From an optimization exercise on the open Yosys and OpenROAD flow, aimed at small area and a short achievable clock period; shortcuts taken in it are not production practice.
Where RTL was checked, it was by simulation tests only, not by an equivalence proof against the original.
Function not checked in runs 3 to 5: the RTL went through the layout flow alone.
Power figures rest on the tool's default switching activity, not on a simulated workload.

### flow/run.sh
#!/bin/bash
# Standard layout with three changes:
#  - adders are left to ABC instead of the full/half adder cells;
#  - ABC maps for least area under a 1400 ps delay target (map -D 1400) instead of
#    its own shortest delay, leaving the critical paths to timing repair;
#  - the port buffers are buf_2 instead of delay cells.
set -e
rm -rf scripts && cp -r "$FLOW_HOME/scripts" scripts
printf '%s\n' strash dch "map -D 1400" topo "stime -c" "buffer -c" "upsize -c" "dnsize -c" > scripts/abc_area.script
export ADDER_MAP_FILE=
export BUFFER_PORTS_ARGS="-buffer_cell sky130_fd_sc_hd__buf_2"
bash standard.sh SCRIPTS_DIR="$PWD/scripts" finish > standard.log 2>&1
### standard.sh
#!/bin/bash
# synth_recipe.tcl (not shown) runs the flow's synth.tcl, then flattens the netlist and writes it again
# the make line also repeats each setting of config.mk as NAME=value (left out here)
make -C /OpenROAD-flow-scripts/flow DESIGN_CONFIG=/design/flow/config.mk WORK_HOME=/design/flow/orfs CLKGATE_MAP_FILE= SYNTH_SCRIPT=/design/flow/synth_recipe.tcl "${@:-finish}"
### config.mk
export PLATFORM = sky130hd
export DESIGN_NAME = fp_adder
export DESIGN_NICKNAME = fp_adder
export VERILOG_FILES = /design/flow/design.v
export SDC_FILE = /design/flow/constraint.sdc
export NUM_CORES = 4
export LEC_CHECK = 0
export ABC_AREA = 1
export CAP_MARGIN = 20
export CORE_MARGIN = 2
export CORE_UTILIZATION = 55
export CTS_BUF_LIST = sky130_fd_sc_hd__clkbuf_8
export CTS_CLUSTER_SIZE = 40
export SETUP_SLACK_MARGIN = 3.0
export SLEW_MARGIN = 20
### constraint.sdc
create_clock -name core_clock -period 5.0 [get_ports {clk}]
set_input_delay 1.0000 -clock core_clock [delete_from_list [all_inputs] [get_ports {clk}]]
set_output_delay 1.0000 -clock core_clock [all_outputs]
set_load 0.01 [all_outputs]
### design.v
module pfx_add #(parameter N = 23) (a, b, cin, s, cout);
  input  [N-1:0] a;
  input  [N-1:0] b;
  input          cin;
  output [N-1:0] s;
  output         cout;
  localparam L = (N > 16) ? 5 : (N > 8) ? 4 : (N > 4) ? 3 : (N > 2) ? 2 : 1;
  wire [N-1:0] p = a ^ b;
  wire [N-1:0] g [0:L];
  wire [N-1:0] t [0:L];
  assign g[0] = (a & b) | {{(N-1){1'b0}}, p[0] & cin};
  assign t[0] = p;
  genvar l, i;
  generate
    for (l = 0; l < L; l = l + 1) begin : lev
      for (i = 0; i < N; i = i + 1) begin : bt
        if ((i >> l) & 1) begin : cmb
          localparam integer J = ((i >> l) << l) - 1;
          assign g[l+1][i] = g[l][i] | (t[l][i] & g[l][J]);
          assign t[l+1][i] = t[l][i] & t[l][J];
        end else begin : pas
          assign g[l+1][i] = g[l][i];
          assign t[l+1][i] = t[l][i];
        end
      end
    end
  endgenerate
  assign s    = p ^ {g[L][N-2:0], cin};
  assign cout = g[L][N-1];
endmodule
module fp_adder (clk, rst, A, B, res);
  input clk;
  input rst;
  input [31:0] A;
  input [31:0] B;
  output reg [31:0] res;
  wire [7:0] eA = A[30:23];
  wire [7:0] eB = B[30:23];
  wire [7:0] ep = eA ^ ~eB;
  wire [7:0] eg [0:3];
  wire [7:0] et [0:3];
  assign eg[0] = eA & ~eB;
  assign et[0] = ep;
  genvar l, i;
  generate
    for (l = 0; l < 3; l = l + 1) begin : elev
      for (i = 0; i < 8; i = i + 1) begin : ebit
        if ((i >> l) & 1) begin : cmb
          localparam integer J = ((i >> l) << l) - 1;
          assign eg[l+1][i] = eg[l][i] | (et[l][i] & eg[l][J]);
          assign et[l+1][i] = et[l][i] & et[l][J];
        end else begin : pas
          assign eg[l+1][i] = eg[l][i];
          assign et[l+1][i] = et[l][i];
        end
      end
    end
  endgenerate
  wire       gt   = eg[3][7];
  wire [7:0] d_ab = ep ^ {eg[3][6:0] | et[3][6:0], 1'b1};
  wire [7:0] d_ba = ~(ep ^ {eg[3][6:0], 1'b0});
  wire [7:0] d    = gt ? d_ab : d_ba;
  reg  [22:0] x1;      
  reg  [22:0] m1;      
  reg  [7:0]  d1;      
  reg  [7:0]  e1;      
  reg         s1;      
  reg         sub1;    
  always @(posedge clk) begin
    x1   <= A[22:0] ^ B[22:0];
    m1   <= gt ? B[22:0] : A[22:0];
    d1   <= d;
    e1   <= gt ? eA : eB;
    s1   <= gt ? A[31] : B[31];
    sub1 <= A[31] ^ B[31];
  end
  wire [22:0] l1   = m1 ^ x1;
  wire        big1 = |d1[7:5];
  wire [22:0] sh   = big1 ? 23'd0 : (m1 >> d1[4:0]);
  wire        d0   = (d1 == 8'd0);
  wire        lnz  = |l1;
  wire        mnz  = |m1;
  wire        e255 = &e1;
  wire        nan  = e255 & (lnz | (d0 & mnz));
  wire        z    = (e1 == 8'd0) & ~lnz;
  reg  [22:0] l2;
  reg  [22:0] m2;
  reg  [7:0]  e2;
  reg         s2;
  reg         sub2;
  always @(posedge clk) begin
    l2   <= e255 ? 23'd0 : l1;
    m2   <= e255 ? {22'd0, nan | (d0 & sub1)} : sh;
    e2   <= e1;
    s2   <= nan ? 1'b0 : s1 ^ (d0 & sub1 & (e255 | (z & mnz)));
    sub2 <= sub1 & ~e255 & ~z;
  end
  wire [22:0] sum;
  wire        cout;
  pfx_add #(23) add (.a(l2), .b(m2 ^ {23{sub2}}), .cin(sub2), .s(sum), .cout(cout));
  reg  [23:0] S3;
  reg  [7:0]  e3;
  reg         s3;
  always @(posedge clk) begin
    S3 <= {cout ^ sub2, sum};
    e3 <= e2;
    s3 <= s2;
  end
  wire [7:0]  einc;
  genvar k;
  generate
    for (k = 0; k < 8; k = k + 1) begin : inc
      if (k == 0) begin : b0
        assign einc[0] = ~e3[0];
      end else begin : bk
        assign einc[k] = e3[k] ^ (&e3[k-1:0]);
      end
    end
  endgenerate
  wire [7:0]  eo  = S3[23] ? einc : e3;
  wire [22:0] fo  = S3[23] ? S3[23:1] : S3[22:0];
  wire        clr = S3[23] ? (e3 == 8'd127) : (e3 == 8'd128);
  always @(posedge clk) begin
    if (!rst)
      res <= 32'd0;
    else
      res <= {s3, eo, clr ? 23'd0 : fo};
  end
endmodule
==> results of run 1 <==
==> final timing paths <==
| path | slack, ns | start | to |
|---|---|---|---|
| worst max-delay path | 2.79 | sub2 | S3[19] |
| worst min-delay path | 0.33 | e2[0] | e3[0] |
| worst max register to register | 2.79 | sub2 | S3[19] |
| worst min register to register | 0.33 | e2[0] | e3[0] |
==> routing by layer <==
metal	up-vias	part of all wire [%]	track usage (%)	wire (um)
li1	3516	-	-	-
met2	211	48	35.68	8944
met5	-	0	0	0
met3	36	4.8	4.210	897
met1	3059	44	29.38	8277
met4	0	2.6	9.451	488
==> logic make-up after synthesis <==
| family | count (synthesis) | synth area share (%) |
|---|---|---|
| AO/OA/AOI/OAI | 159 | 12.00 |
| XOR/XNOR | 109 | 12.09 |
| buffers and inverters | 122 | 6.164 |
| flip-flops | 185 | 46.54 |
| multiplexers | 14 | 1.777 |
| AND/OR/NAND/NOR | 413 | 21.43 |
==> critical path, cell delays in order (launching register included) <==
cell and delay (ns):
dfxtp_4 0.40, buf_12 0.16, xnor2_1 0.21, xor2_1 0.30, nand2_1 0.19, o221ai_2 0.26
a21oi_2 0.13, nand2_2 0.10, a31oi_4 0.05, nor2_2 0.15, nor2_1 0.06, nand2_1 0.05
nand2_1 0.04
==> cell type report <==
type	count	share of cell area, %
flip-flops and latches	185	35.20
repair buffers	156	12.14
multi-input cells	696	43.03
inverters	91	3.462
repair inverters	4	0.2608
well taps	180	2.134
clock inverters	13	1.292
clock buffers	19	2.478
==> through the flow <==
| stage | cell area, um2 | total power, mW |
|---|---|---|
| final | 10550 | 4.940 |
| after global placement | 8623 | 3.426 |
| after detailed placement | 8623 | 3.439 |
| after global routing | 10550 | 5.246 |
| after floorplan | 8023 | 3.095 |
| after CTS | 9709 | 4.606 |
==> cells in the mapped netlist, types with 12 or more instances <==
master / n / area share [%]
inv_1: 91 / 4.3
o21ai_0: 66 / 4.2
nand2_1: 242 / 11
dfxtp_1: 185 / 47
clkbuf_1: 17 / 0.80
a21oi_1: 44 / 2.8
xor2_1: 61 / 6.7
o22ai_1: 13 / 1.0
mux2i_1: 13 / 1.6
xnor2_1: 47 / 5.2
nor2_1: 112 / 5.3
nor3_1: 12 / 0.75
==> flip-flops by register name, indices dropped and copies added, names as in the netlist <==
register / flops
S3: 24
e2: 8
sub1: 1
x1: 23
res: 32
l2: 23
m2: 23
sub2: 1
s2: 1
s1: 1
m1: 23
d1: 8
e1: 8
s3: 1
e3: 8
==> repair_timing <==
action                                  4_1_cts  5_1_grt
buffers inserted                             21       24
endpoints found under the setup margin      104       98
gates resized for setup                      77      139
gates cloned                                 10        4
pin swaps                                    22       43
==> power groups by stage <==
stage | clock network [mW] | logic (mW) | registers (mW)
after CTS | 1.01 | 1.58 | 2.02
after floorplan | 0 | 1.06 | 2.04
after global placement | 0 | 1.38 | 2.04
after detailed placement | 0 | 1.39 | 2.05
after global routing | 1.07 | 2.09 | 2.08
final | 0.994 | 1.91 | 2.04
==> placed cells by master, fill, tap and decap left out, types with 4 or more instances in the layout <==
cell	instances
xor2_1	54
nand3_1	6
inv_1	84
xnor2_1	34
clkbuf_16	4
nand2_1	203
nor2_1	91
nor2_2	13
a31oi_1	4
nor3_1	7
buf_6	6
nand4_1	9
nor2_4	11
inv_8	4
nand2_4	5
nand2_2	35
buf_8	5
a21oi_2	7
or2_2	4
nor4_1	7
buf_12	9
o21ai_2	12
clkbuf_8	19
o22ai_1	13
xor2_2	4
dfxtp_1	180
o21ai_0	46
xnor2_2	13
buf_2	93
buf_4	34
o21ai_1	9
a21oi_1	36
mux2i_1	11
clkinvlp_4	11
nor3_4	4
o221ai_1	4
o211ai_1	4
buf_16	5
==> impl_metrics.json, run 1 <==
{
  "fin_util_pct": 75.44,
  "core_mm2": 0.01399,
  "drt_iter0_markers": 517,
  "crit_required_ns": 5.37,
  "switching_share_pct": 37.09,
  "drv_slew": 0,
  "clockPowerShare_pct": 20.1,
  "fin_skew_ns": 0.01260,
  "finalNonFillerCells": 1344,
  "p_sw_mw": 1.832,
  "dpl.hpwl_um": 11390,
  "clkTransAtPathRegs_ns": 0.10,
  "ff_latch_area_mm2": 0.003715,
  "post-route-worst-setup-slack_ns": 2.790,
  "syn2layout_area_growth_pct": 32.61,
  "comb_power_share_pct": 38.6,
  "crit_path_start_kind": "flop",
  "drive_above_1_share_pct": 30.24,
  "power.share.sequential_pct": 41.3,
  "crit_arrival_ns": 2.58,
  "internal_power_mw": 3.108,
  "synth.ff_latch_count": 185,
  "period_share_pct": 44.20,
  "synth_nets": 1068,
  "synth_area_mm2": 0.007958,
  "initial_core_util_pct": 56.89,
  "grtUsageTotal_pct": 22.22,
  "crit_path_end_kind": "flop",
  "die_h_um": 124.3,
  "syn_area_per_cell_um2": 7.942,
  "reg2reg_depth": 12,
  "seq_area_frac_synth_pct": 46.54,
  "period_minus_slack_ns": 2.210,
  "hold_depth": 0,
  "cts.sinks": 185,
  "power_per_cell_area_mw_per_mm2": 468.2,
  "grt_pass1_wl_um": 27830,
  "maxCapViolCount": 0,
  "grt_pass1_vias": 5871,
  "cts_buffers": 17,
  "synth_flop_cell": "dfxtp_1",
  "fin_nets": 1217,
  "pre_cts_ws_ns": 2.130,
  "synth_cell_types": 52,
  "syn_inst": 1002,
  "crit_fanout": 6,
  "cts_tree": "yes",
  "tns_ns": 0,
  "gp_congestion": 0.9154,
  "rsz0062_at_grt": "true",
  "final_antenna_net_count": 0,
  "cts-root-buf": "clkbuf_8",
  "ios": 98,
  "min_path_type": "reg2reg",
  "first_pass_iters": 6,
  "wl_um": 18610,
  "ctsHoldBuffers": 0,
  "synth_edf_count": 0,
  "ctsLongestPathBuffers": 2,
  "drc": 0,
  "wire_per_inst_um": 13.85,
  "tightest_slew_ns": 0.6262,
  "outcome": "complete, no violations",
  "power_leakage_nw": 4.841,
  "clkLatencyLatePin_ns": 0.47,
  "fill_cells": 1033,
  "vias_per_cell": 5.076,
  "ir_drop_mv": 0.2229,
  "setup_viol": 0,
  "worst_hold_slack_ns": 0.3342,
  "multiInputGateArea_mm2": 0.004541,
  "fmax_mhz": 452.4,
  "htree_levels": 4,
  "place.port_buffers": 97,
  "grt_start_max_net_pins": 35,
  "fp-row-count": 43,
  "grt-ovfl-total": 0,
  "die_width_um": 124.3,
  "dieArea_mm2": 0.01545,
  "via_count": 6822,
  "hold_viol": 0,
  "antenna_found_initial": 0,
  "placed_cells": 1253,
  "slew_headroom_pct": 58.25,
  "async_flop_share_pct": 0,
  "synth_warnings": 2,
  "critical_path_class": "reg2reg",
  "n_antenna_cell": 0
}
==> run 2, diff against run 1 <==
==> flow/run.sh (replaced) <==
#!/bin/bash
# Standard layout with three changes:
#  - adders are left to ABC instead of the full/half adder cells;
#  - ABC runs its choice computation and mapping twice (dch; map) in the
#    area script;
#  - the port buffers are buf_2 instead of delay cells.
set -e
rm -rf scripts && cp -r "$FLOW_HOME/scripts" scripts
printf '%s\n' strash dch "map -B 0.9" strash dch "map -B 0.9" topo "stime -c" "buffer -c" "upsize -c" "dnsize -c" > scripts/abc_area.script
export ADDER_MAP_FILE=
export BUFFER_PORTS_ARGS="-buffer_cell sky130_fd_sc_hd__buf_2"
bash standard.sh SCRIPTS_DIR="$PWD/scripts" finish > standard.log 2>&1
==> run 2 against run 1 <==
  * Setup slack gained 0.20 ns
  * Clock power grew 7%
  * Largest power group unchanged
  * Sequential power shrank 2%
  * Count of clock-buffer cells in the layout is the same
  * First-iteration DRC count shrank 28%
==> impl_metrics.json, run 2 <==
{
  "period_share_pct": 40.30,
  "drive_above_1_share_pct": 23.67,
  "slowest_stage": "nand2_8",
  "yosysTopAreaCell": "dfxtp_1",
  "crit_path_start_kind": "primary input",
  "setup_viol": 0,
  "layout_commonest_cell": "nand2_1",
  "dpl.hpwl_um": 12570,
  "power.share.sequential_pct": 42.5,
  "largest_registers": "res (32), S3 (24)",
  "yosysMostFrequentCell": "nand2_1",
  "crit_required_ns": 5.38,
  "grtUsageTotal_pct": 22.03,
  "synth_flop_cell": "dfxtp_1",
  "synth_nets": 1226,
  "ctsHoldBuffers": 0,
  "crit_top_cell": "nand2_2",
  "critical_path_class": "in2reg",
  "drc": 0,
  "min_path_type": "reg2reg",
  "internal_power_mw": 2.992,
  "slew_headroom_pct": 47.51,
  "cts-root-buf": "clkbuf_8",
  "worstPathCellList": "buf_2, inv_2, nand2_2, nand2_4, nor2_2, nand2_1, nand2_2, nand3_4, nand2_8, o211ai_1, o21ai_1, xnor2_2",
  "dieArea_mm2": 0.01636,
  "ctsLongestPathBuffers": 2,
  "crit_arrival_ns": 2.40,
  "synth_cell_types": 48,
  "synth.ff_latch_count": 185,
  "n_antenna_cell": 0,
  "clkLatencyLatePin_ns": 0.47,
  "p_sw_mw": 1.695,
  "grt_pass1_wl_um": 28620,
  "rsz0062_at_grt": "true",
  "regMostFlops": "res",
  "syn_area_per_cell_um2": 7.280,
  "comb_power_share_pct": 34.9,
  "cts.sinks": 185,
  "core_mm2": 0.01509,
  "grt_start_max_net_pins": 36,
  "power_leakage_nw": 5.079,
  "power_per_cell_area_mw_per_mm2": 454.1,
  "crit_path_max_incr_delay_ns": 0.18,
  "die_h_um": 127.9,
  "grt_pass1_vias": 6042,
  "crit_fanout": 6,
  "period_minus_slack_ns": 2.015,
  "place.port_buffers": 97,
  "initial_core_util_pct": 55.96,
  "synth_edf_count": 0,
  "largest_reg_flops": 32,
  "fmax_mhz": 496.2,
  "antenna_found_initial": 0,
  "fin_skew_ns": 0.01488,
  "synth_area_mm2": 0.008444,
  "wl_um": 18800,
  "seq_area_frac_synth_pct": 43.86,
  "fin_nets": 1354,
  "placed_cells": 1415,
  "vias_per_cell": 4.762,
  "syn_inst": 1160,
  "clkTransAtPathRegs_ns": 0.10,
  "clockPowerShare_pct": 22.6,
  "async_flop_share_pct": 0,
  "drv_slew": 0,
  "tns_ns": 0,
  "finalNonFillerCells": 1489,
  "gp_congestion": 0.9343,
  "ys_top_cells_by_count": "nand2_1, dfxtp_1, inv_1, nor2_1, o21ai_0",
  "first_pass_iters": 6,
  "final_antenna_net_count": 0,
  "ir_drop_mv": 0.2116,
  "syn2layout_area_growth_pct": 22.24,
  "die_width_um": 127.9,
  "wire_per_inst_um": 12.63,
  "outcome": "complete, no violations",
  "critPathTopFamily": "simple AND/OR/NAND/NOR gates",
  "tightest_slew_ns": 0.7790,
  "hold_viol": 0,
  "switching_share_pct": 36.17,
  "fp-row-count": 45,
  "cts_buffers": 17,
  "netlist_top_cells_area": "dfxtp_1, nand2_1, inv_1, xor2_1, o21ai_0",
  "drt_iter0_markers": 372,
  "cts_tree": "yes",
  "worst_hold_slack_ns": 0.3331,
  "final_cell_mix": "nand2_1, dfxtp_1, inv_1",
  "via_count": 7091,
  "grt-ovfl-total": 0,
  "maxCapViolCount": 0,
  "ios": 98,
  "crit_buf_inv": 2,
  "htree_levels": 4,
  "synth_warnings": 2,
  "crit_path_end_kind": "flop",
  "yosys.area.top_type_share_pct": 43.86
}
run 2: cell types whose count changed in the layout (fill, tap and decap cells not counted), sizes merged, moves of 8 or more:
cell	before	now
nand3	12	38
xnor2	48	32
nor2	115	96
nand2	243	404
o21ai	69	79
clkinvlp	12	4
xor2	61	47
inv	94	132
buf	152	133
run 2: per-layer routing:
metal  vias up  share of wire (%)  track usage [%]
met5         -                  0                0
met1      3040                 48            30.20
met3        23                3.4            4.048
li1       3864                  -                -
met4         0                2.0            7.951
met2       164                 47            34.95
run 2: through the flow:
step           setup WS [ns]  cell area (um2)  utilization (%)  power (mW)
6_report               2.985            10320            68.41       4.687
2_1_floorplan          2.848             8543                -       3.086
3_3_place_gp           2.109             9090            60.24       3.400
3_5_place_dp           2.053             9090            60.24       3.420
5_1_grt                2.918            10320            68.41       4.996
4_1_cts                2.976             9788            64.87       4.528
run 2: cell families after synthesis:
| family | synth area share, % |
|---|---|
| compound gates | 10.31 |
| buf+inv | 7.794 |
| mux | 0.7112 |
| simple gates | 28.73 |
| flops | 43.86 |
| xor+xnor | 8.594 |
run 2: cell type report:
class                   instances  area (um2)
fillers                      1287        4767
repair inverters                3       23.77
inverters                     129       543.0
repair buffers                135       912.1
clock buffers                  19       261.5
well taps                     188       235.2
flip-flops and latches        185        3712
multi-input cells             817        4467
clock inverters                13       167.7
run 2: what timing repair did:
action                                  CTS  global route
endpoints found under the setup margin  100            77
gates cloned                              6             4
pin swaps                                 5            35
resized for setup                        23            90
buffers inserted                          7            25
run 2: final timing paths:
path,startpoint,to,slack [ns],cells past startpoint
worst max-delay path,B[25],d1[3],2.98,12
worst min register to register,e2[2],e3[2],0.33,0
worst max register to register,sub2,S3[19],3.10,15
worst min-delay path,e2[2],e3[2],0.33,0
run 2: worst register-to-register path: stages, from the launching register on:
cell,delay [ns]
dfxtp_4,0.37
buf_12,0.13
buf_16,0.12
or2_4,0.23
nand2_2,0.07
nand2_2,0.06
nand2_4,0.08
nor2_2,0.04
nor2_2,0.11
nand2_2,0.07
a21oi_4,0.17
nand2_8,0.12
nand2_4,0.11
nand2_2,0.05
nand2_2,0.05
nand2_1,0.04
run 2: power by group through the flow:
stage | sequential [mW] | clock, mW | combinational [mW]
floorplan | 2.01 | 0 | 1.07
global placement | 2.03 | 0 | 1.37
detailed placement | 2.04 | 0 | 1.38
CTS | 2.01 | 1.08 | 1.44
global route | 2.03 | 1.13 | 1.84
finish | 1.99 | 1.06 | 1.63
==> run 3, diff against run 2 <==
--- a/design.v
+++ b/design.v
@@ -7,16 +7,15 @@
   localparam L = (N > 16) ? 5 : (N > 8) ? 4 : (N > 4) ? 3 : (N > 2) ? 2 : 1;
   wire [N-1:0] p = a ^ b;
-  wire [N-1:0] g [0:L];
-  wire [N-1:0] t [0:L];
+  wire [N-1:0] g [0:2*L];
+  wire [N-1:0] t [0:2*L];
   assign g[0] = (a & b) | {{(N-1){1'b0}}, p[0] & cin};
   assign t[0] = p;
   genvar l, i;
   generate
-    for (l = 0; l < L; l = l + 1) begin : lev
+    for (l = 0; l < L; l = l + 1) begin : up
       for (i = 0; i < N; i = i + 1) begin : bt
-        if ((i >> l) & 1) begin : cmb
-          localparam integer J = ((i >> l) << l) - 1;
-          assign g[l+1][i] = g[l][i] | (t[l][i] & g[l][J]);
-          assign t[l+1][i] = t[l][i] & t[l][J];
+        if (((i + 1) % (1 << (l + 1))) == 0) begin : cmb
+          assign g[l+1][i] = g[l][i] | (t[l][i] & g[l][i - (1 << l)]);
+          assign t[l+1][i] = t[l][i] & t[l][i - (1 << l)];
         end else begin : pas
           assign g[l+1][i] = g[l][i];
@@ -25,7 +24,18 @@
       end
     end
+    for (l = L - 2; l >= 0; l = l - 1) begin : dn
+      for (i = 0; i < N; i = i + 1) begin : bt
+        if (((i + 1) % (1 << (l + 1))) == (1 << l) && i >= (1 << (l + 1))) begin : cmb
+          assign g[2*L-1-l][i] = g[2*L-2-l][i] | (t[2*L-2-l][i] & g[2*L-2-l][i - (1 << l)]);
+          assign t[2*L-1-l][i] = t[2*L-2-l][i] & t[2*L-2-l][i - (1 << l)];
+        end else begin : pas
+          assign g[2*L-1-l][i] = g[2*L-2-l][i];
+          assign t[2*L-1-l][i] = t[2*L-2-l][i];
+        end
+      end
+    end
   endgenerate
-  assign s    = p ^ {g[L][N-2:0], cin};
-  assign cout = g[L][N-1];
+  assign s    = p ^ {g[2*L-1][N-2:0], cin};
+  assign cout = g[2*L-1][N-1];
 endmodule
 module fp_adder (clk, rst, A, B, res);
==> flow/run.sh (replaced) <==
#!/bin/bash
# Standard layout with two changes: adders are left to ABC instead of the
# full/half adder cells, and the port buffers are buf_2 instead of delay cells.
export ADDER_MAP_FILE=
export BUFFER_PORTS_ARGS="-buffer_cell sky130_fd_sc_hd__buf_2"
bash standard.sh > standard.log 2>&1
==> run 3 against run 2 <==
  * Flip-flop and latch count stayed put
  * Setup slack lost 0.11 ns
  * Sequential share of layout area decreased by 1.7 points
  * Wire length increased by 10%
  * Clock power fell by 4%
  * Count of clock-buffer cells in the layout decreased by 2
  * Critical endpoint is now d1[6]
  * Largest cell class unchanged
  * Highest routed layer unchanged
==> impl_metrics.json, run 3 <==
{
  "setup_viol": 0,
  "clkLatencyLatePin_ns": 0.48,
  "r2r-start": "sub2",
  "fp-row-count": 45,
  "grtUsageTotal_pct": 23.28,
  "layout_commonest_cell": "nand2_1",
  "fin_skew_ns": 0.01370,
  "synth_flop_cell": "dfxtp_1",
  "final_cell_mix": "nand2_1, dfxtp_1, inv_1",
  "die_width_um": 127.1,
  "fin_nets": 1328,
  "reg2reg_depth": 16,
  "grt_start_max_net_pins": 34,
  "final_cell_area_mm2": 0.01086,
  "core_mm2": 0.01503,
  "critical_path_class": "in2reg",
  "seq_area_frac_synth_pct": 44.40,
  "final_antenna_net_count": 0,
  "hold_start": "e2[0]",
  "drv_slew": 0,
  "cts-root-buf": "clkbuf_8",
  "first_pass_iters": 5,
  "die_h_um": 127.1,
  "cts_buffers": 17,
  "comb_power_share_pct": 38.2,
  "ys_top_cells_by_count": "nand2_1, dfxtp_1, inv_1, nor2_1, xor2_1",
  "fill_cells": 1192,
  "min_path_type": "reg2reg",
  "ctsLongestPathBuffers": 2,
  "crit_fanout": 7,
  "drt_iter0_markers": 420,
  "via_count": 7378,
  "grt-ovfl-total": 0,
  "crit_required_ns": 5.38,
  "cts_tree": "yes",
  "clkTransAtPathRegs_ns": 0.10,
  "maxCapViolCount": 0,
  "antenna_found_initial": 0,
  "period_minus_slack_ns": 2.121,
  "rsz0062_at_grt": "true",
  "dpl.hpwl_um": 12610,
  "wl_met1_um": 9090,
  "largest_reg_flops": 32,
  "crit_path_start_kind": "primary input",
  "drc": 0,
  "power.share.sequential_pct": 40.9,
  "total_power_mw": 4.914,
  "netlist_top_cells_area": "dfxtp_1, nand2_1, xor2_1, inv_1, nor2_1",
  "synth_warnings": 2,
  "clockPowerShare_pct": 20.8,
  "reg2reg_to": "S3[21]",
  "route.met3.wl_um": 807,
  "ir_drop_mv": 0.2080,
  "grt_pass1_wl_um": 29780,
  "gp_congestion": 0.8991,
  "n_antenna_cell": 0,
  "yosysTopAreaCell": "dfxtp_1",
  "grt_pass1_vias": 6344,
  "synth_area_mm2": 0.008340,
  "largest_registers": "res (32), S3 (24)",
  "wl_um": 20710,
  "vias_per_cell": 5.043,
  "syn_area_per_cell_um2": 7.521,
  "outcome": "complete, no violations",
  "fmax_mhz": 471.4,
  "slew_headroom_pct": 61.95,
  "hold_viol": 0,
  "placed_cell_area_mm2": 0.008935,
  "syn2layout_area_growth_pct": 30.17,
  "p_sw_mw": 1.865,
  "synth_edf_count": 0,
  "crit_path_end_kind": "flop",
  "internal_power_mw": 3.048,
  "drive_above_1_share_pct": 31.14,
  "synth_cell_types": 51,
  "period_share_pct": 42.43,
  "tns_ns": 0,
  "wire_per_inst_um": 14.16,
  "cts.sinks": 185,
  "hold_path_end": "e3[0]",
  "worst_hold_slack_ns": 0.3345,
  "yosys.area.top_type_share_pct": 44.40,
  "wl_met2_um": 9921,
  "hold_depth": 0,
  "ios": 98,
  "async_flop_share_pct": 0,
  "yosysMostFrequentCell": "nand2_1",
  "initial_core_util_pct": 55.48,
  "tightest_slew_ns": 0.5648,
  "htree_levels": 4,
  "syn_inst": 1109,
  "top_layer": "met4",
  "place.port_buffers": 97,
  "synth_nets": 1175,
  "power_leakage_nw": 5.261,
  "regMostFlops": "res",
  "dieArea_mm2": 0.01617,
  "crit_arrival_ns": 2.50,
  "rrSetupSlack_ns": 2.88,
  "synth.ff_latch_count": 185,
  "switching_share_pct": 37.96,
  "power_per_cell_area_mw_per_mm2": 452.6
}
## run 3: worst max-delay path by stage
stage                     startpoint      to  slack [ns]  cells past startpoint
final                          A[29]   d1[6]        2.88                     13
after floorplan                B[24]   d1[1]        2.70                     12
after global placement         B[24]   d1[6]        1.33                     12
after CTS                       sub2  S3[23]        2.94                     18
after detailed placement       B[24]   d1[6]        1.27                     12
after global routing           B[29]   d1[6]        2.78                     12
## run 3: kinds of logic after synthesis
family | count (synthesis) | synth area share, %
AO/OA/AOI/OAI | 139 | 9.841
XOR/XNOR | 89 | 9.751
buffers and inverters | 180 | 9.196
flip-flops | 185 | 44.40
multiplexers | 3 | 0.3601
AND/OR/NAND/NOR | 513 | 26.45
## run 3: worst max-delay path, stage by stage
cell       delay [ns]
buf_6            0.11
inv_4            0.05
nor2_4           0.04
nor2_2           0.12
inv_2            0.07
nor3_4           0.32
nand3_4          0.18
nand2_8          0.13
buf_12           0.14
clkinv_16        0.07
nand2_2          0.06
o21ai_2          0.06
xor2_1           0.15
## run 3: power groups by stage
stage,registers [mW],clock network [mW],logic [mW]
final,2.01,1.02,1.88
after global routing,2.05,1.09,2.06
after CTS,2.00,1.03,1.60
after detailed placement,2.02,0,1.39
after global placement,2.02,0,1.38
after floorplan,2.01,0,1.06
## run 3: through the flow
| step | utilization [%] | setup slack [ns] | instances |
|---|---|---|---|
| after floorplan | - | 2.703 | 1109 |
| after global placement | 59.43 | 1.327 | 1364 |
| after detailed placement | 59.43 | 1.265 | 1364 |
| after CTS | 66.86 | 2.939 | 1434 |
| after global routing | 72.22 | 2.778 | 1463 |
| final | 72.22 | 2.879 | 1463 |
## run 3: cell type report
| class | count | area [um2] | share of cell area (%) |
|---|---|---|---|
| timing repair inverter | 3 | 23.77 | 0.2190 |
| tap | 188 | 235.2 | 2.167 |
| timing repair buffer | 163 | 1289 | 11.87 |
| sequential | 185 | 3720 | 34.26 |
| multi-input combinational | 747 | 4549 | 41.90 |
| clock buffer | 17 | 234.0 | 2.155 |
| inverter | 145 | 625.6 | 5.762 |
| clock inverter | 15 | 180.2 | 1.660 |
## run 3: routing by layer
metal	global-route usage, %	vias to the layer above
met4	12.48	0
li1	-	3773
met5	0	-
met1	29.66	3293
met3	3.434	58
met2	38.36	254
## run 3: timing repair
item | in CTS | in global routing
cloned | 12 | 3
setup endpoints to repair | 99 | 95
setup buffers | 26 | 26
gates resized for setup | 78 | 165
pin swaps | 13 | 47
hold buffers | 0 | 0
==> run 4, diff against run 3 <==
==> design.v (replaced) <==
module swap_sel (A, B, m, d, e, s);
  input  [31:0] A;
  input  [31:0] B;
  output [22:0] m;
  output [7:0]  d;
  output [7:0]  e;
  output        s;
  wire [7:0] eA = A[30:23];
  wire [7:0] eB = B[30:23];
  wire [7:0] ep = eA ^ ~eB;
  wire [7:0] eg [0:3];
  wire [7:0] et [0:3];
  assign eg[0] = eA & ~eB;
  assign et[0] = ep;
  genvar l, i;
  generate
    for (l = 0; l < 3; l = l + 1) begin : elev
      for (i = 0; i < 8; i = i + 1) begin : ebit
        if ((i >> l) & 1) begin : cmb
          localparam integer J = ((i >> l) << l) - 1;
          assign eg[l+1][i] = eg[l][i] | (et[l][i] & eg[l][J]);
          assign et[l+1][i] = et[l][i] & et[l][J];
        end else begin : pas
          assign eg[l+1][i] = eg[l][i];
          assign et[l+1][i] = et[l][i];
        end
      end
    end
  endgenerate
  wire       gt   = eg[3][7];
  wire [7:0] d_ab = ep ^ {eg[3][6:0] | et[3][6:0], 1'b1};
  wire [7:0] d_ba = ~(ep ^ {eg[3][6:0], 1'b0});
  assign d = gt ? d_ab : d_ba;
  assign m = gt ? B[22:0] : A[22:0];
  assign e = gt ? A[30:23] : B[30:23];
  assign s = gt ? A[31] : B[31];
endmodule
module fp_adder (clk, rst, A, B, res);
  input clk;
  input rst;
  input [31:0] A;
  input [31:0] B;
  output reg [31:0] res;
  wire [22:0] m0;
  wire [7:0]  d0w;
  wire [7:0]  e0;
  wire        s0;
  swap_sel sel (.A(A), .B(B), .m(m0), .d(d0w), .e(e0), .s(s0));
  reg  [22:0] x1;      
  reg  [22:0] m1;      
  reg  [7:0]  d1;      
  reg  [7:0]  e1;      
  reg         s1;      
  reg         sub1;    
  always @(posedge clk) begin
    x1   <= A[22:0] ^ B[22:0];
    m1   <= m0;
    d1   <= d0w;
    e1   <= e0;
    s1   <= s0;
    sub1 <= A[31] ^ B[31];
  end
  wire [22:0] l1   = m1 ^ x1;
  wire        big1 = |d1[7:5];
  wire [22:0] sh   = big1 ? 23'd0 : (m1 >> d1[4:0]);
  wire        d0   = (d1 == 8'd0);
  wire        lnz  = |l1;
  wire        mnz  = |m1;
  wire        e255 = &e1;
  wire        nan  = e255 & (lnz | (d0 & mnz));
  wire        z    = (e1 == 8'd0) & ~lnz;
  reg  [22:0] l2;
  reg  [22:0] m2;
  reg  [7:0]  e2;
  reg         s2;
  reg         sub2;
  always @(posedge clk) begin
    l2   <= e255 ? 23'd0 : l1;
    m2   <= e255 ? {22'd0, nan | (d0 & sub1)} : sh;
    e2   <= e1;
    s2   <= nan ? 1'b0 : s1 ^ (d0 & sub1 & (e255 | (z & mnz)));
    sub2 <= sub1 & ~e255 & ~z;
  end
  genvar l, i;
  wire [22:0] ab = m2 ^ {23{sub2}};
  wire [22:0] ap = l2 ^ ab;
  wire [22:0] ag [0:5];
  wire [22:0] at [0:5];
  assign ag[0] = (l2 & ab) | {22'd0, ap[0] & sub2};
  assign at[0] = ap;
  generate
    for (l = 0; l < 5; l = l + 1) begin : alev
      for (i = 0; i < 23; i = i + 1) begin : abit
        if ((i >> l) & 1) begin : cmb
          localparam integer J = ((i >> l) << l) - 1;
          assign ag[l+1][i] = ag[l][i] | (at[l][i] & ag[l][J]);
          assign at[l+1][i] = at[l][i] & at[l][J];
        end else begin : pas
          assign ag[l+1][i] = ag[l][i];
          assign at[l+1][i] = at[l][i];
        end
      end
    end
  endgenerate
  wire [22:0] sum  = ap ^ {ag[5][21:0], sub2};
  wire        cout = ag[5][22];
  reg  [23:0] S3;
  reg  [7:0]  e3;
  reg         s3;
  always @(posedge clk) begin
    S3 <= {cout ^ sub2, sum};
    e3 <= e2;
    s3 <= s2;
  end
  wire [7:0]  einc;
  genvar k;
  generate
    for (k = 0; k < 8; k = k + 1) begin : inc
      if (k == 0) begin : b0
        assign einc[0] = ~e3[0];
      end else begin : bk
        assign einc[k] = e3[k] ^ (&e3[k-1:0]);
      end
    end
  endgenerate
  wire [7:0]  eo  = S3[23] ? einc : e3;
  wire [22:0] fo  = S3[23] ? S3[23:1] : S3[22:0];
  wire        clr = S3[23] ? (e3 == 8'd127) : (e3 == 8'd128);
  always @(posedge clk) begin
    if (!rst)
      res <= 32'd0;
    else
      res <= {s3, eo, clr ? 23'd0 : fo};
  end
endmodule
--- a/config.mk
+++ b/config.mk
@@ -12,4 +12,5 @@
 export CTS_BUF_LIST = sky130_fd_sc_hd__clkbuf_8
 export CTS_CLUSTER_SIZE = 40
-export SETUP_SLACK_MARGIN = 3.0
+export SETUP_SLACK_MARGIN = 3.1
 export SLEW_MARGIN = 20
+export SYNTH_HIERARCHICAL = 1
==> run 4 against run 3 <==
  * Flip-flop and latch count unchanged
  * Still clean
  * Sequential share of layout area grew 0.77 points
  * Synthesized cell count rose by 8.8%
  * Count of clock-buffer cells in the layout is the same
  * Die area rose by 5.1%
  * Utilization down 4.6 points
  * Highest routed layer unchanged
  * Critical path depth stayed put
==> impl_metrics.json, run 4 <==
{
  "outcome": "complete, no violations",
  "seq_area_frac_synth_pct": 42.17,
  "crit_fanout": 8,
  "grt_pass1_vias": 6429,
  "die_width_um": 130.4,
  "synth_warnings": 8,
  "synth_xor_area_share_pct": 8.034,
  "place.port_buffers": 97,
  "rsz0062_at_grt": "true",
  "cts_tree": "yes",
  "worstPathCellList": "buf_12, buf_8, xor2_4, nand2_1, nand2_2, nand2_2, nor2_2, nor2_2, nand2_4, nand2_4, nand2_8, buf_4, xor2_1",
  "drt_iter0_markers": 462,
  "die_h_um": 130.4,
  "slowest_stage": "dfxtp_4",
  "grt_pass1_wl_um": 30380,
  "via_count": 7503,
  "synth_nets": 1273,
  "ctsLongestPathBuffers": 2,
  "synth_edf_count": 0,
  "p_sw_mw": 1.776,
  "ys_top_cells_by_count": "nand2_1, dfxtp_1, inv_1, nor2_1, nand3_1",
  "ios": 98,
  "setup_viol": 0,
  "yosys.area.top_type_share_pct": 42.17,
  "gp_congestion": 0.9249,
  "cts_buffers": 17,
  "ir_drop_mv": 0.1960,
  "synth_cell_types": 52,
  "yosysTopAreaCell": "dfxtp_1",
  "clockPowerShare_pct": 20.8,
  "layout_commonest_cell": "nand2_1",
  "largest_reg_flops": 32,
  "switching_share_pct": 37.46,
  "wire_per_inst_um": 12.68,
  "tns_ns": 0,
  "async_flop_share_pct": 0,
  "fin_skew_ns": 0.01349,
  "synth_flop_cell": "dfxtp_1",
  "synth.ff_latch_count": 185,
  "synthAdderAreaFrac_pct": 0,
  "critical_path_class": "reg2reg",
  "slew_headroom_pct": 68.04,
  "critPathTopFamily": "simple AND/OR/NAND/NOR gates",
  "final_cell_mix": "nand2_1, dfxtp_1, inv_1",
  "comb_power_share_pct": 36.8,
  "placed_cell_area_mm2": 0.009484,
  "final_cell_area_mm2": 0.01067,
  "min_path_type": "reg2reg",
  "netlist_top_cells_area": "dfxtp_1, nand2_1, inv_1, nor2_1, xor2_1",
  "final_antenna_net_count": 0,
  "crit_path_end_kind": "flop",
  "hold_viol": 0,
  "initial_core_util_pct": 55.70,
  "fp-row-count": 46,
  "synth_top_family_by_area": "simple AND/OR/NAND/NOR gates",
  "crit_path_max_incr_delay_ns": 0.40,
  "drc": 0,
  "grt_start_max_net_pins": 47,
  "synth_area_mm2": 0.008783,
  "wl_um": 19720,
  "drive_above_1_share_pct": 25.84,
  "period_share_pct": 39.06,
  "regMostFlops": "res",
  "grtUsageTotal_pct": 22.72,
  "crit_buf_inv": 3,
  "synth_simple_gate_area_share_pct": 30.50,
  "n_antenna_cell": 0,
  "dpl.hpwl_um": 13790,
  "power_per_cell_area_mw_per_mm2": 444.5,
  "crit_required_ns": 5.37,
  "fin_util_pct": 67.65,
  "core_mm2": 0.01577,
  "first_pass_iters": 5,
  "fmax_mhz": 512.1,
  "fill_cells": 1414,
  "tightest_slew_ns": 0.4744,
  "crit_arrival_ns": 2.32,
  "crit_path_start_kind": "flop",
  "cts.sinks": 185,
  "dieArea_mm2": 0.01700,
  "grt-ovfl-total": 0,
  "internal_power_mw": 2.966,
  "htree_levels": 4,
  "fin_nets": 1392,
  "maxCapViolCount": 0,
  "drv_slew": 0,
  "largest_registers": "res (32), S3 (24)",
  "power.share.sequential_pct": 42.3,
  "syn2layout_area_growth_pct": 21.47,
  "antenna_found_initial": 0,
  "cts-root-buf": "clkbuf_8",
  "clkTransAtPathRegs_ns": 0.09,
  "syn_inst": 1207,
  "clkLatencyLatePin_ns": 0.47,
  "power_leakage_nw": 5.236,
  "period_minus_slack_ns": 1.953,
  "yosysMostFrequentCell": "nand2_1",
  "synthMuxAreaShare_pct": 0.7977,
  "vias_per_cell": 4.825,
  "syn_area_per_cell_um2": 7.277,
  "synth-compound-area-share_pct": 9.217
}
run 4: changes by cell type after synthesis, moves of 5 or more:
cell and change:
nor2_1 +7, xor2_1 -15, nand2_1 +65, nand3_1 +20
clkbuf_1 -10, nand2_4 +5, nor4_1 -5, inv_1 +5
buf_6 +6, o22ai_1 -10, o21a_1 +7
run 4: logic make-up after synthesis:
| group | after synthesis |
|---|---|
| XOR/XNOR | 78 |
| AND/OR/NAND/NOR | 616 |
| AO/OA/AOI/OAI | 134 |
| flip-flops | 185 |
| buffers and inverters | 187 |
| multiplexers | 7 |
run 4: final cells by class:
| class | count | area (um2) | area share, % |
|---|---|---|---|
| clock buffers | 17 | 234.0 | 2.193 |
| clock inverters | 15 | 163.9 | 1.536 |
| inverters | 154 | 645.6 | 6.051 |
| multi-input cells | 839 | 4673 | 43.80 |
| flip-flops and latches | 185 | 3737 | 35.03 |
| well taps | 216 | 270.3 | 2.533 |
| repair buffers | 129 | 944.7 | 8.854 |
run 4: Yosys stat by module, one instance, submodules excluded:
module / flops+latches / cells inside / copies in the design
fp_adder: 185 / 989 / 1
swap_sel: 0 / 218 / 1
run 4: what timing repair did:
item,CTS,global route
resized for setup,36,96
hold buffers,0,0
cloned,3,4
setup buffers,5,22
endpoints found under the setup margin,119,119
pin swaps,10,26
run 4: per-layer routing:
layer / wire, um / global-route usage [%] / share of wire [%]
met3: 789 / 5.456 / 4.0
met5: 0 / 0 / 0
met4: 361 / 8.073 / 1.8
met2: 9381 / 35.97 / 48
met1: 9190 / 30.52 / 47
run 4: power by group through the flow:
stage	Sequential (mW)	Combinational, mW	Clock, mW
floorplan	2.00	1.12	0
global placement	2.00	1.44	0
detailed placement	2.01	1.45	0
CTS	1.98	1.52	1.00
global route	2.05	1.97	1.08
finish	2.01	1.75	0.988
run 4: path summary, 6_finish.rpt:
| path | start | end | slack (ns) | cells past startpoint |
|---|---|---|---|---|
| worst max-delay path | sub2 | S3[16] | 3.05 | 13 |
| worst max register to register | sub2 | S3[16] | 3.05 | 13 |
| worst min-delay path | e2[5] | e3[5] | 0.33 | 0 |
| worst min register to register | e2[5] | e3[5] | 0.33 | 0 |
run 4: metrics by stage:
stage | setup slack, ns | total power [mW] | hold WS [ns] | std cells
floorplan | 3.020 | 3.120 | 0.3096 | 1207
global placement | 2.540 | 3.446 | 0.3131 | 1489
detailed placement | 2.478 | 3.463 | 0.3128 | 1489
CTS | 3.063 | 4.509 | 0.3364 | 1529
global route | 2.985 | 5.099 | 0.3412 | 1555
finish | 3.047 | 4.742 | 0.3344 | 1555
==> run 5, diff against run 4 <==
--- a/config.mk
+++ b/config.mk
@@ -12,5 +12,5 @@
 export CTS_BUF_LIST = sky130_fd_sc_hd__clkbuf_8
 export CTS_CLUSTER_SIZE = 40
-export SETUP_SLACK_MARGIN = 3.1
+export SETUP_SLACK_MARGIN = 3.0
 export SLEW_MARGIN = 20
 export SYNTH_HIERARCHICAL = 1
==> run 5 against run 4 <==
  * Worst hold slack gained 0.0027 ns
  * Critical path depth grew 1
  * Register-to-register slack lost 0.04 ns
  * Wire length shrank 4.8%
  * Critical endpoint is now S3[21]
  * Largest cell class unchanged
==> impl_metrics.json, run 5 <==
{
  "drive_above_1_share_pct": 23.40,
  "synth_cell_types": 52,
  "clockPowerShare_pct": 21.6,
  "power_per_cell_area_mw_per_mm2": 445.9,
  "fmax_mhz": 502.3,
  "crit_top_cell": "nand2_1",
  "clkTransAtPathRegs_ns": 0.10,
  "vias_per_cell": 4.783,
  "wl_met2_um": 8764,
  "crit_path_end_kind": "flop",
  "clkLatencyLatePin_ns": 0.48,
  "dieArea_mm2": 0.01700,
  "synth_area_mm2": 0.008783,
  "async_flop_share_pct": 0,
  "grtUsageTotal_pct": 21.50,
  "critical_path_class": "reg2reg",
  "core_mm2": 0.01577,
  "slew_headroom_pct": 53.68,
  "grt-ovfl-total": 0,
  "synth_warnings": 8,
  "layout_commonest_cell": "nand2_1",
  "synth.ff_latch_count": 185,
  "yosys.area.top_type_share_pct": 42.17,
  "antenna_found_initial": 0,
  "die_width_um": 130.4,
  "maxCapViolCount": 0,
  "ctsHoldBuffers": 0,
  "wl_met1_um": 8839,
  "outcome": "complete, no violations",
  "slowest_stage": "dfxtp_4",
  "synth_nets": 1273,
  "synth_edf_count": 0,
  "setup_viol": 0,
  "p_sw_mw": 1.749,
  "place.port_buffers": 97,
  "tightest_slew_ns": 0.6875,
  "syn_inst": 1207,
  "top_layer": "met4",
  "synth_flop_cell": "dfxtp_1",
  "crit_arrival_ns": 2.37,
  "ios": 98,
  "rrSetupSlack_ns": 3.01,
  "fin_skew_ns": 0.01410,
  "crit_required_ns": 5.38,
  "yosysTopAreaCell": "dfxtp_1",
  "wl_um": 18770,
  "dpl.hpwl_um": 13660,
  "die_h_um": 130.4,
  "cts-root-buf": "clkbuf_8",
  "internal_power_mw": 2.882,
  "yosysMostFrequentCell": "nand2_1",
  "switching_share_pct": 37.76,
  "grt_pass1_vias": 6221,
  "drv_slew": 0,
  "route.met3.wl_um": 766,
  "pre_cts_ws_ns": 2.505,
  "drc": 0,
  "fin_util_pct": 65.87,
  "ctsLongestPathBuffers": 2,
  "largest_registers": "res (32), S3 (24)",
  "cts_buffers": 17,
  "power.share.sequential_pct": 42.9,
  "fin_nets": 1382,
  "wire_per_inst_um": 12.15,
  "critPathTopFamily": "simple AND/OR/NAND/NOR gates",
  "final_cell_mix": "nand2_1, dfxtp_1, inv_1",
  "total_power_mw": 4.631,
  "rsz0062_at_grt": "true",
  "cts.sinks": 185,
  "ir_drop_mv": 0.2212,
  "crit_buf_inv": 2,
  "grt_pass1_wl_um": 28950,
  "htree_levels": 4,
  "crit_path_start_kind": "flop",
  "gp_congestion": 0.9552,
  "first_pass_iters": 5,
  "crit_path_max_incr_delay_ns": 0.40,
  "initial_core_util_pct": 55.70,
  "hold_viol": 0,
  "n_antenna_cell": 0,
  "seq_area_frac_synth_pct": 42.17,
  "grt_start_max_net_pins": 47,
  "worstPathCellList": "buf_12, or2_4, nand2_1, nand2_1, nand2_2, inv_1, nand2_2, nor2_1, a21oi_4, nand2_8, nand2_4, nand2_2, nand2_1, nand2_1",
  "cts_tree": "yes",
  "final_antenna_net_count": 0,
  "fp-row-count": 46,
  "largest_reg_flops": 32,
  "syn2layout_area_growth_pct": 18.26,
  "power_leakage_nw": 5.191,
  "netlist_top_cells_area": "dfxtp_1, nand2_1, inv_1, nor2_1, xor2_1",
  "drt_iter0_markers": 438,
  "syn_area_per_cell_um2": 7.277,
  "min_path_type": "reg2reg",
  "ys_top_cells_by_count": "nand2_1, dfxtp_1, inv_1, nor2_1, nand3_1",
  "comb_power_share_pct": 35.5,
  "via_count": 7390,
  "crit_fanout": 8,
  "post-route-worst-setup-slack_ns": 3.009,
  "period_minus_slack_ns": 1.991,
  "tns_ns": 0,
  "regMostFlops": "res",
  "period_share_pct": 39.82
}
run 5: changes by cell type in the layout (fill, tap and decap cells not counted), moves of 7 or more:
cell / previous run / this run
buf_2: 79 / 97
nand2_1: 308 / 296
inv_1: 120 / 128
dfxtp_1: 162 / 180
nand2_4: 18 / 25
dfxtp_2: 21 / 3
nor2_1: 112 / 120
buf_6: 19 / 2
run 5: through the flow:
stage	hold slack [ns]	instance area, um2	std cells
floorplan	0.3096	8860	1207
global placement	0.3122	9398	1489
detailed placement	0.3150	9398	1489
CTS	0.3389	9839	1521
global route	0.3422	10390	1545
finish	0.3371	10390	1545
run 5: layout make-up:
cell class	instances	area, um2
clock buffer	17	234.0
inverter	154	626.9
tap	216	270.3
sequential	185	3715
clock inverter	15	182.7
timing repair buffer	121	738.2
multi-input combinational	836	4604
fill	1458	5383
timing repair inverter	1	16.27
run 5: path summary, 6_finish.rpt:
path,from,depth (start not counted),to
worst max-delay path,sub2,14,S3[21]
worst min register to register,e2[6],0,e3[6]
worst min-delay path,e2[6],0,e3[6]
worst max register to register,sub2,14,S3[21]
run 5: repair_timing:
item,in CTS,in global routing
buffers inserted,0,17
pin swaps,0,19
endpoints found under the setup margin,35,86
gates resized for setup,10,93
cloned,0,7
run 5: kinds of logic after synthesis:
group / share of synthesized area, %
simple gates: 30.50
xor+xnor: 8.034
compound gates: 9.217
buf+inv: 9.288
flops: 42.17
mux: 0.7978
run 5: worst register-to-register path, stage by stage (launching register included):
cell and delay (ns):
dfxtp_4 0.40, buf_12 0.16, or2_4 0.26, nand2_1 0.06, nand2_1 0.09, nand2_2 0.09
inv_1 0.07, nand2_2 0.09, nor2_1 0.07, a21oi_4 0.19, nand2_8 0.13, nand2_4 0.11
nand2_2 0.05, nand2_1 0.06, nand2_1 0.06
run 5: per-layer routing:
| layer | GRT usage, % | vias to the layer above |
|---|---|---|
| met4 | 8.886 | 0 |
| li1 | - | 3985 |
| met5 | 0 | - |
| met1 | 29.87 | 3203 |
| met2 | 33.23 | 174 |
| met3 | 3.827 | 28 |
run 5: power groups by stage:
| stage | combinational [mW] | sequential [mW] | clock, mW |
|---|---|---|---|
| floorplan | 1.11 | 2.00 | 0 |
| global placement | 1.43 | 2.00 | 0 |
| detailed placement | 1.44 | 2.01 | 0 |
| CTS | 1.45 | 1.97 | 1.03 |
| global route | 1.87 | 2.03 | 1.09 |
| finish | 1.64 | 1.99 | 1.00 |
run 5: modules after synthesis (local to each module, per instance):
| module | flip-flops and latches | cell area (um2) |
|---|---|---|
| fp_adder | 185 | 7722 |
| swap_sel | 0 | 1061 |

## re-timing with driven ports
The results above use ideal ports. As a check the final layouts listed here were re-extracted and re-timed, cells and wires unchanged. Step 1, drivers: a clkbuf_16 drives clk and a buf_2 each remaining input, both assumed. Step 2 adds t to the input delays and takes it off the output delays; t is the mean of the earliest and latest rising clock arrival at the registers after step 1. Input paths then give back, and output paths get back, about the clock's delay inside the block. Three values: ideal ports, drivers, drivers and shift; two values: the first two.
| run | t, ns | setup slack, ns | worst setup path after step 2 | latest minus earliest clock arrival (ns) |
|---|---|---|---|---|
| run 1 | 0.508 | 2.790 / 2.790 / 2.307 | input to register | 0.014 / 0.014 |
| run 2 | 0.499 | 2.985 / 2.996 / 2.497 | input to register | 0.015 / 0.015 |
| run 3 | 0.514 | 2.879 / 2.880 / 2.366 | input to register | 0.015 / 0.014 |
| run 4 | 0.508 | 3.047 / 3.043 / 2.643 | input to register | 0.014 / 0.014 |
| run 5 | 0.514 | 3.009 / 3.009 / 2.614 | input to register | 0.017 / 0.017 |
After both steps setup and hold are still met in every run listed. For run 3, which loses most, drivers alone change the setup slack by +0.001 ns; drivers and shift together by -0.513 ns.
